Context: an optimization exercise on an open-source flow, tuned for small area. The choices shown serve that exercise and are no tape-out recipe.
The RTL was checked by simulation tests, not by an equivalence proof against the original design.
The clock port is modelled as an ideal driver, which makes a skipped or thinned clock tree look cheaper than it is; a real chip needs a root buffer or a tree.
Power and IR drop assume default switching activity.

Setup of run E:
==> flow/design.v (excerpt) <==
module manchester_top(
  input  wire       clk,
  input  wire       rst,
  input  wire       tx_en,
  input  wire [7:0] tx_data,
  input  wire [7:0] tx_div,
  output wire       line,
  output wire [7:0] rx_data,
  output wire [2:0] rx_state
);
  Man_encoder ME(.clk(clk), .rst(rst), .en(tx_en), .data_in(tx_data), .div(tx_div), .line(line));
  Man_decoder MD(.clk(clk), .rst(rst), .line(line), .data_out(rx_data), .state_out(rx_state));
endmodule
Size: about 270 cells after synthesis, roughly 31 I/O pins, roughly 2900 um2 of cells after synthesis.
==> module Man_encoder, before the edit <==
module Man_encoder(
  input  wire       clk,
  input  wire       rst,
  input  wire       en,
  input  wire [7:0] data_in,
  input  wire [7:0] div,
  output reg        line
);
  localparam [4:0] S_R  = 5'd9;     
  localparam [4:0] S_T1 = 5'd12;    
  reg [4:0] s;
  reg [7:0] cnt;
  reg [7:0] data;
  wire cnt_z = (cnt == 8'd0);
  wire [7:0] cnt_dec = cnt - 8'd1;
  wire [4:0] s_inc = s + 5'd1;
  wire half   = s[4] | (s[3] & s[2]);           
  wire low    = ~s[4] & ~s[3];                  
  wire mid    = ~half & s[3];                   
  wire st_r   = mid & ~s[1];
  wire st_t21 = low & ~s[0];
  wire st_i1  = low & s[0];
  wire idle   = (mid & s[1] & ~s[0]) | st_i1;   
  wire step   = half & cnt_z;
  wire adv    = (mid & (~s[1] | s[0] | en)) | st_t21 | step;
  wire bitv   = s[4] & data[~s[3:1]];
  always @(posedge clk) begin
    if (rst)
      s <= S_R;
    else if (adv)
      s <= s_inc;
    else if (st_i1 && en && cnt_z)
      s <= S_T1;
    if (st_r)
      cnt <= 8'd0;
    else if (st_t21)
      cnt <= 8'd12;
    else if (!cnt_z)
      cnt <= cnt_dec;
    else if (half)
      cnt <= div;
    if (idle)
      data <= data_in;
    if (st_r)
      line <= 1'b0;
    else if (step)
      line <= bitv ^ s[0];
  end
endmodule
==> module Man_decoder, before the edit <==
module Man_decoder(
  input  wire       clk,
  input  wire       rst,
  input  wire       line,
  output reg  [7:0] data_out,
  output wire [2:0] state_out
);
  localparam [2:0] RESET          = 3'b001;
  localparam [2:0] IDLE_HIGH      = 3'b010;
  localparam [2:0] IDLE_LOW       = 3'b100;
  localparam [2:0] CLOCKSYNC_HIGH = 3'b011;
  localparam [2:0] CLOCKSYNC_LOW  = 3'b101;
  localparam [2:0] MASK           = 3'b110;
  localparam [2:0] READ           = 3'b000;
  reg [2:0]  state;
  reg [2:0]  next_state;
  localparam [15:0] RF = 16'h5555;
  localparam [15:0] RM = 16'hAAAA;
  reg [15:0] f_q;           
  reg [15:0] m_q;           
  wire [15:0] f = f_q ^ RF;         
  wire [15:0] mask_cnt = m_q ^ RM;  
  reg [3:0]  decoded_cnt;   
  reg        read_one_bit;
  reg        last_line;
  function [15:0] lfsr_fwd(input [15:0] x);
    lfsr_fwd = {x[14:0], ~(x[15] ^ x[8])};
  endfunction
  function [15:0] lfsr_bwd(input [15:0] x);
    lfsr_bwd = {~(x[0] ^ x[9]), x[15:1]};
  endfunction
  wire end_of_convert = decoded_cnt[3];
  wire [3:0] dc_inc = decoded_cnt + 4'd1;
  wire [1:0] c_lo = decoded_cnt[1:0];
  wire mask_z = (mask_cnt == 16'd0) || (read_one_bit && mask_cnt == 16'd1);
  wire in_mask = state[2] & state[1];
  wire sync_end = (state == CLOCKSYNC_LOW) && line;
  wire edge_seen = !read_one_bit && last_line != line;
  always @(*) begin
    case (state)
      RESET:          next_state = rst ? RESET : IDLE_HIGH;
      IDLE_HIGH:      next_state = line ? IDLE_HIGH : IDLE_LOW;
      IDLE_LOW:       next_state = line ? CLOCKSYNC_HIGH : IDLE_LOW;
      CLOCKSYNC_HIGH: next_state = line ? CLOCKSYNC_HIGH : CLOCKSYNC_LOW;
      CLOCKSYNC_LOW:  next_state = line ? MASK : CLOCKSYNC_LOW;
      READ:           next_state = end_of_convert ? (line ? IDLE_HIGH : IDLE_LOW)
                                 : read_one_bit ? MASK : READ;
      default:        next_state = mask_z ? READ : MASK;      
    endcase
  end
  always @(posedge clk) begin
    if (rst)
      state <= RESET;
    else
      state <= next_state;
    if (in_mask)
      m_q <= lfsr_bwd(mask_cnt) ^ RM;
    else
      m_q <= f ^ RM;
    case (state)
      RESET:
        data_out <= 8'd0;
      IDLE_HIGH, IDLE_LOW: begin
        f_q <= RF;
        decoded_cnt <= 4'd0;
      end
      CLOCKSYNC_HIGH, CLOCKSYNC_LOW: begin
        data_out <= 8'd0;
        decoded_cnt <= sync_end ? 4'd0 : {2'b00, dc_inc[1:0]};
        if (c_lo != 2'd0 && !(sync_end && c_lo == 2'd2)) f_q <= lfsr_fwd(f) ^ RF;
        read_one_bit <= (c_lo == 2'd3);
      end
      READ:
        if (read_one_bit)
          read_one_bit <= 1'b0;
        else if (last_line != line) begin
          data_out <= {data_out[6:0], ~line};
          read_one_bit <= 1'b1;
          decoded_cnt <= dc_inc;
        end
      default:   
        if (mask_z) read_one_bit <= 1'b0;
    endcase
    last_line <= line;
  end
  assign state_out = ~state;
endmodule
clock: 10.0 ns
lec_check: 0
cap_margin: 20
core_margin: 2
core_utilization: 65
place_density: 0.85
slew_margin: 20
standard.sh (not shown) runs the stock make flow with config.mk's settings and CLKGATE_MAP_FILE= SYNTH_SCRIPT=/design/flow/synth_recipe.tcl, a recipe that flattens the netlist after the stock synthesis.
==> flow/flow/run.sh <==
#!/bin/bash
# Own layout flow: the standard flow (standard.sh) with these changes:
#  - synthesis is the standard synthesis script, but its final ABC mapping
#    is tried with each of the area-oriented scripts flow/abc*.script and
#    the one with the smallest cell area is kept (flow/abc_best.tcl);
#    registers are untouched (ABC only maps combinational logic);
#  - the port buffers are sky130_fd_sc_hd__buf_1;
#  - clock tree synthesis options from flow/cts_args.txt, if present;
#  - after CTS, flow/clock_tree.tcl (ORFS's POST_CTS_TCL hook) replaces the
#    clock tree with a flat one: one root buffer and 8 leaf buffers.
# Each make run's output goes to a log file of its own here; ORFS's per-step
# logs are under orfs/logs/.
set -euo pipefail
here=$(pwd)
{
  echo "set ::abc_scripts [list $(ls $here/flow/abc*.script | tr '\n' ' ')]"
  echo "source $here/flow/abc_best.tcl"
  cat synth_recipe.tcl
} > my_synth.tcl
sed -e "s#SYNTH_SCRIPT=[^ ]*synth_recipe.tcl#SYNTH_SCRIPT=$here/my_synth.tcl#" standard.sh > my_standard.sh
grep -q "SYNTH_SCRIPT=$here/my_synth.tcl" my_standard.sh
export BUFFER_PORTS_ARGS="-buffer_cell sky130_fd_sc_hd__buf_1"
if [[ -f flow/cts_args.txt ]]; then
  export CTS_ARGS="$(cat flow/cts_args.txt)"
fi
export POST_CTS_TCL=$here/flow/clock_tree.tcl
bash my_standard.sh synth > synth.log 2>&1
bash my_standard.sh > layout.log 2>&1
Other scripts of this flow, unchanged in this note and not shown: flow/flow/abc1.script, flow/flow/abc2.script, flow/flow/abc3.script, flow/flow/abc4.script, flow/flow/abc5.script, flow/flow/abc6.script, flow/flow/abc_best.tcl, flow/flow/clock_tree.tcl, flow/flow/cts_args.txt
--- input diff run E..run B ---
==> flow/design.v, changed modules only <==
module Man_encoder(
  input  wire       clk,
  input  wire       rst,
  input  wire       en,
  input  wire [7:0] data_in,
  input  wire [7:0] div,
  output reg        line
);
  localparam [4:0] S_R  = 5'd9;     
  localparam [4:0] S_T1 = 5'd12;    
  reg [4:0] s;
  reg [7:0] cnt;
  reg [7:0] data;
  wire cnt_z = (cnt == 8'd0);
  wire [7:0] cnt_dec = cnt - 8'd1;
  wire [4:0] s_inc = s + 5'd1;
  wire half   = s[4] | (s[3] & s[2]);           
  wire low    = ~s[4] & ~s[3];                  
  wire mid    = ~half & s[3];                   
  wire st_r   = mid & ~s[1];
  wire st_t21 = low & ~s[0];
  wire st_i1  = low & s[0];
  wire idle   = (mid & s[1] & ~s[0]) | st_i1;   
  wire step   = half & cnt_z;
  wire adv    = (mid & (~s[1] | s[0] | en)) | st_t21 | step;
  wire bitv   = s[4] & data[~s[3:1]];
  always @(posedge clk) begin
    if (rst)
      s <= S_R;
    else if (adv)
      s <= s_inc;
    else if (st_i1 && en && cnt_z)
      s <= S_T1;
    if (!cnt_z && !st_r && !st_t21)
      cnt <= cnt_dec;
    else
      cnt <= ({8{half}} & div) | (st_t21 ? 8'd12 : 8'd0);
    if (idle)
      data <= data_in;
    if (st_r)
      line <= 1'b0;
    else if (step)
      line <= bitv ^ s[0];
  end
endmodule
module Man_decoder(
  input  wire       clk,
  input  wire       rst,
  input  wire       line,
  output reg  [7:0] data_out,
  output wire [2:0] state_out
);
  localparam [2:0] RESET          = 3'b001;
  localparam [2:0] IDLE_HIGH      = 3'b010;
  localparam [2:0] IDLE_LOW       = 3'b100;
  localparam [2:0] CLOCKSYNC_HIGH = 3'b011;
  localparam [2:0] CLOCKSYNC_LOW  = 3'b101;
  localparam [2:0] MASK           = 3'b110;
  localparam [2:0] READ           = 3'b000;
  reg [2:0]  state;
  reg [2:0]  next_state;
  localparam [15:0] RF = 16'h5555;
  localparam [15:0] RM = 16'hAAAA;
  reg [15:0] f_q;           
  reg [15:0] m_q;           
  wire [15:0] f = f_q ^ RF;         
  wire [15:0] mask_cnt = m_q ^ RM;  
  reg [3:0]  decoded_cnt;   
  reg        read_one_bit;
  reg        last_line;
  function [15:0] lfsr_fwd(input [15:0] x);
    lfsr_fwd = {x[14:0], ~(x[15] ^ x[8])};
  endfunction
  function [15:0] lfsr_bwd(input [15:0] x);
    lfsr_bwd = {~(x[0] ^ x[9]), x[15:1]};
  endfunction
  wire end_of_convert = decoded_cnt[3];
  wire [3:0] dc_inc = decoded_cnt + 4'd1;
  wire [1:0] c_lo = decoded_cnt[1:0];
  wire mask_z = (mask_cnt == 16'd0) || (read_one_bit && mask_cnt == 16'd1);
  wire in_mask = state[2] & state[1];
  wire st_sync = state[0] & (state[1] ^ state[2]);    
  wire st_idle = ~state[0] & (state[1] ^ state[2]);   
  wire st_read = ~|state;
  wire sync_end = (state == CLOCKSYNC_LOW) && line;
  wire edge_seen = !read_one_bit && last_line != line;
  always @(*) begin
    case (state)
      RESET:          next_state = rst ? RESET : IDLE_HIGH;
      IDLE_HIGH:      next_state = line ? IDLE_HIGH : IDLE_LOW;
      IDLE_LOW:       next_state = line ? CLOCKSYNC_HIGH : IDLE_LOW;
      CLOCKSYNC_HIGH: next_state = line ? CLOCKSYNC_HIGH : CLOCKSYNC_LOW;
      CLOCKSYNC_LOW:  next_state = line ? MASK : CLOCKSYNC_LOW;
      READ:           next_state = end_of_convert ? (line ? IDLE_HIGH : IDLE_LOW)
                                 : read_one_bit ? MASK : READ;
      default:        next_state = mask_z ? READ : MASK;      
    endcase
  end
  always @(posedge clk) begin
    if (rst)
      state <= RESET;
    else
      state <= next_state;
    if (in_mask)
      m_q <= lfsr_bwd(mask_cnt) ^ RM;
    else
      m_q <= f ^ RM;
    if (state[0])
      data_out <= 8'd0;
    else if (st_read && edge_seen)
      data_out <= {data_out[6:0], ~line};
    if (st_idle) begin
      f_q <= RF;
      decoded_cnt <= 4'd0;
    end else if (st_sync) begin
      decoded_cnt <= sync_end ? 4'd0 : {2'b00, dc_inc[1:0]};
      if (c_lo != 2'd0 && !(sync_end && c_lo == 2'd2)) f_q <= lfsr_fwd(f) ^ RF;
    end else if (st_read && edge_seen)
      decoded_cnt <= dc_inc;
    if (st_sync)
      read_one_bit <= (c_lo == 2'd3);
    else if (in_mask)
      read_one_bit <= read_one_bit && !mask_z;
    else
      read_one_bit <= edge_seen;
    last_line <= line;
  end
  assign state_out = ~state;
endmodule
Notes after the runs:
- Upper clock frequency limit delta for run B relative to run E: 6.6% lower
- Taking run B over run E, the total number of vias ratio works out to 1.06.
- Re first-pass GRT wire length: run B and run E aren't equal, and the higher value belongs to run E.
- Final core utilization ended up 1.3 points higher on run B than on run E.
- Taking run E over run B, the overall power of the completed layout ratio works out to 1.2.
- Run B vs run E, worst setup slack went down by 0.22 ns.
- Run B ends up with a synthesized cell count that is 21 higher than in run E.
- The final reports for run B and run E show post-synthesis to final-layout area growth higher in the former.
- Run B ended with less standard-cell row count than run E.
- Share of total power in the clock network up 2.7 points in run B wrt run E
- Total length of routed wires ended up 170 um lower on run B than on run E.
- Of run B and run E, the run reporting the higher number of global-route vias before repair was run E.
- On summed instance area of the synthesized netlist, the higher figure sits with run E, not run B.
- Against run E, final critical path time including I/O delays and setup in run B came out worse.
In every run of this note, the design's own scripts or RTL, not TritonCTS, make the clock network.


Another version of the RTL of manchester_top (not shown whole).
Size in the first run: roughly 310 cells after synthesis, roughly 31 I/O pins.
==> module Man_decoder, before the edit <==
module Man_decoder(
  input  wire       clk,
  input  wire       rst,
  input  wire       line,
  output reg  [7:0] data_out,
  output wire [2:0] state_out
);
  localparam [2:0] RESET          = 3'b001;
  localparam [2:0] IDLE_HIGH      = 3'b010;
  localparam [2:0] IDLE_LOW       = 3'b100;
  localparam [2:0] CLOCKSYNC_HIGH = 3'b011;
  localparam [2:0] CLOCKSYNC_LOW  = 3'b101;
  localparam [2:0] MASK           = 3'b110;
  localparam [2:0] READ           = 3'b000;
  reg [2:0]  state;
  reg [2:0]  next_state;
  reg [15:0] f;             
  reg [15:0] mask_cnt;      
  reg [3:0]  decoded_cnt;   
  reg        read_one_bit;
  reg        last_line;
  function [15:0] lfsr_fwd(input [15:0] x);
    lfsr_fwd = {x[14:0], ~(x[15] ^ x[14] ^ x[12] ^ x[3])};
  endfunction
  function [15:0] lfsr_bwd(input [15:0] x);
    lfsr_bwd = {~(x[0] ^ x[15] ^ x[13] ^ x[4]), x[15:1]};
  endfunction
  wire end_of_convert = decoded_cnt[3];
  wire [3:0] dc_inc = decoded_cnt + 4'd1;
  wire [1:0] c_lo = decoded_cnt[1:0];
  wire mask_z = (mask_cnt == 16'd0) || (read_one_bit && mask_cnt == 16'd1);
  wire sync = (state == CLOCKSYNC_HIGH) || (state == CLOCKSYNC_LOW);
  wire sync_end = (state == CLOCKSYNC_LOW) && line;
  wire edge_seen = !read_one_bit && last_line != line;
  always @(*) begin
    case (state)
      RESET:          next_state = rst ? RESET : IDLE_HIGH;
      IDLE_HIGH:      next_state = line ? IDLE_HIGH : IDLE_LOW;
      IDLE_LOW:       next_state = line ? CLOCKSYNC_HIGH : IDLE_LOW;
      CLOCKSYNC_HIGH: next_state = line ? CLOCKSYNC_HIGH : CLOCKSYNC_LOW;
      CLOCKSYNC_LOW:  next_state = line ? MASK : CLOCKSYNC_LOW;
      MASK:           next_state = mask_z ? READ : MASK;
      READ:           next_state = end_of_convert ? (line ? IDLE_HIGH : IDLE_LOW)
                                 : read_one_bit ? MASK : READ;
      default:        next_state = RESET;
    endcase
  end
  always @(posedge clk) begin
    if (rst)
      state <= RESET;
    else
      state <= next_state;
    if (state == MASK)
      mask_cnt <= lfsr_bwd(mask_cnt);
    else
      mask_cnt <= f;
    case (state)
      RESET:
        data_out <= 8'd0;
      IDLE_HIGH, IDLE_LOW: begin
        f <= 16'd0;
        decoded_cnt <= 4'd0;
      end
      CLOCKSYNC_HIGH, CLOCKSYNC_LOW: begin
        data_out <= 8'd0;
        decoded_cnt <= sync_end ? 4'd0 : {2'b00, dc_inc[1:0]};
        if (c_lo != 2'd0 && !(sync_end && c_lo == 2'd2)) f <= lfsr_fwd(f);
        read_one_bit <= (c_lo == 2'd3);
      end
      MASK:
        if (mask_z) read_one_bit <= 1'b0;
      READ:
        if (read_one_bit)
          read_one_bit <= 1'b0;
        else if (last_line != line) begin
          data_out <= {data_out[6:0], ~line};
          read_one_bit <= 1'b1;
          decoded_cnt <= dc_inc;
        end
      default: ;
    endcase
    last_line <= line;
  end
  assign state_out = ~state;
endmodule
==> flow/config.mk <==
export PLATFORM = sky130hd
export DESIGN_NAME = manchester_top
export DESIGN_NICKNAME = manchester_top
export VERILOG_FILES = /design/flow/design.v
export SDC_FILE = /design/flow/constraint.sdc
export NUM_CORES = 4
export LEC_CHECK = 0
export CAP_MARGIN = 20
export CORE_MARGIN = 2
export CORE_UTILIZATION = 40
export PLACE_DENSITY = 0.6
export SLEW_MARGIN = 20
==> flow/constraint.sdc <==
create_clock -name core_clock -period 10.0 [get_ports {clk}]
set_input_delay 2.0000 -clock core_clock [delete_from_list [all_inputs] [get_ports {clk}]]
set_output_delay 2.0000 -clock core_clock [all_outputs]
set_load 0.01 [all_outputs]
==> flow/flow/run.sh <==
#!/bin/bash
# Own layout flow: the standard flow (standard.sh) with three changes:
#  - synthesis is the standard synthesis script, but ABC maps the logic with
#    an area-oriented script (flow/abc_area.script) instead of the speed one;
#    registers are untouched (ABC only maps combinational logic);
#  - the port buffers are sky130_fd_sc_hd__buf_1;
#  - clock tree synthesis options from flow/cts_args.txt, if present.
# Each make run's output goes to a log file of its own here; ORFS's per-step
# logs are under orfs/logs/.
set -euo pipefail
here=$(pwd)
script=$here/flow/abc_area.script
{
  echo "proc abc {args} {"
  echo "  set i [lsearch \$args -script]"
  echo "  if {\$i >= 0} { lset args [expr {\$i + 1}] $script }"
  echo "  yosys abc {*}\$args"
  echo "}"
  cat synth_recipe.tcl
} > my_synth.tcl
sed -e "s#SYNTH_SCRIPT=[^ ]*synth_recipe.tcl#SYNTH_SCRIPT=$here/my_synth.tcl#" standard.sh > my_standard.sh
grep -q "SYNTH_SCRIPT=$here/my_synth.tcl" my_standard.sh
export BUFFER_PORTS_ARGS="-buffer_cell sky130_fd_sc_hd__buf_1"
if [[ -f flow/cts_args.txt ]]; then
  export CTS_ARGS="$(cat flow/cts_args.txt)"
fi
bash my_standard.sh synth > synth.log 2>&1
bash my_standard.sh > layout.log 2>&1
==> flow/flow/abc_area.script <==
strash
dch -f
amap
==> flow/flow/cts_args.txt <==
-sink_clustering_enable -repair_clock_nets -dont_use_dummy_load
Edit:
--- a/flow/design.v
+++ b/flow/design.v
@@ -69,16 +69,16 @@
   reg [15:0] f;             
   reg [15:0] mask_cnt;      
   reg [3:0]  decoded_cnt;   
   reg        read_one_bit;
   reg        last_line;
   function [15:0] lfsr_fwd(input [15:0] x);
-    lfsr_fwd = {x[14:0], ~(x[15] ^ x[14] ^ x[12] ^ x[3])};
+    lfsr_fwd = {x[14:0], ~(x[15] ^ x[8])};
   endfunction
   function [15:0] lfsr_bwd(input [15:0] x);
-    lfsr_bwd = {~(x[0] ^ x[15] ^ x[13] ^ x[4]), x[15:1]};
+    lfsr_bwd = {~(x[0] ^ x[9]), x[15:1]};
   endfunction
   wire end_of_convert = decoded_cnt[3];
   wire [3:0] dc_inc = decoded_cnt + 4'd1;
   wire [1:0] c_lo = decoded_cnt[1:0];
   wire mask_z = (mask_cnt == 16'd0) || (read_one_bit && mask_cnt == 16'd1);
   wire sync = (state == CLOCKSYNC_HIGH) || (state == CLOCKSYNC_LOW);
After rerunning: The changed run finished with timing, DRC and antenna clean; final cell count is lower by 0.67%; setup slack gains 0.079 ns; first-iteration DRC count grows by 41%; global-route usage is about the same; sequential power shrinks by about 1%; synthesized cell count shrinks by 1.3%; count of clock-buffer cells in the layout is unchanged.

-- port drivers added, routing unchanged --
Ports are ideal in the flow. The routed layouts listed here were re-timed in OpenROAD. Step 1: set_driving_cell puts a clkbuf_16 on clk and a buf_2 on each other input, an assumption about the parent block. Step 2 also shifts input and output timing later by t, the mid clock arrival at the registers, as if the neighbouring blocks saw the same clock. Slacks: ideal / step 1 / step 2; pairs: ideal / step 1.
| run | t, ns | slack for setup (ns) | worst slew at a driven data input, ns | pins driven straight from the clock port |
|---|---|---|---|---|
| run E | 0.448 | 6.844 / 6.818 / 6.771 | 0.03 | 1 |
| run B | 0.443 | 6.622 / 6.596 / 6.727 | 0.03 | 1 |
| the first run of note 2 | 0.354 | 6.851 / 6.855 / 6.501 | 0.04 | 1 |
| the second run of note 2 | 0.354 | 6.930 / 6.900 / 6.752 | 0.03 | 1 |
After both steps setup and hold are still met in every run listed. The setup slack of the first run of note 2, which loses most, moves by +0.004 ns with the drivers and by -0.350 ns with both steps.
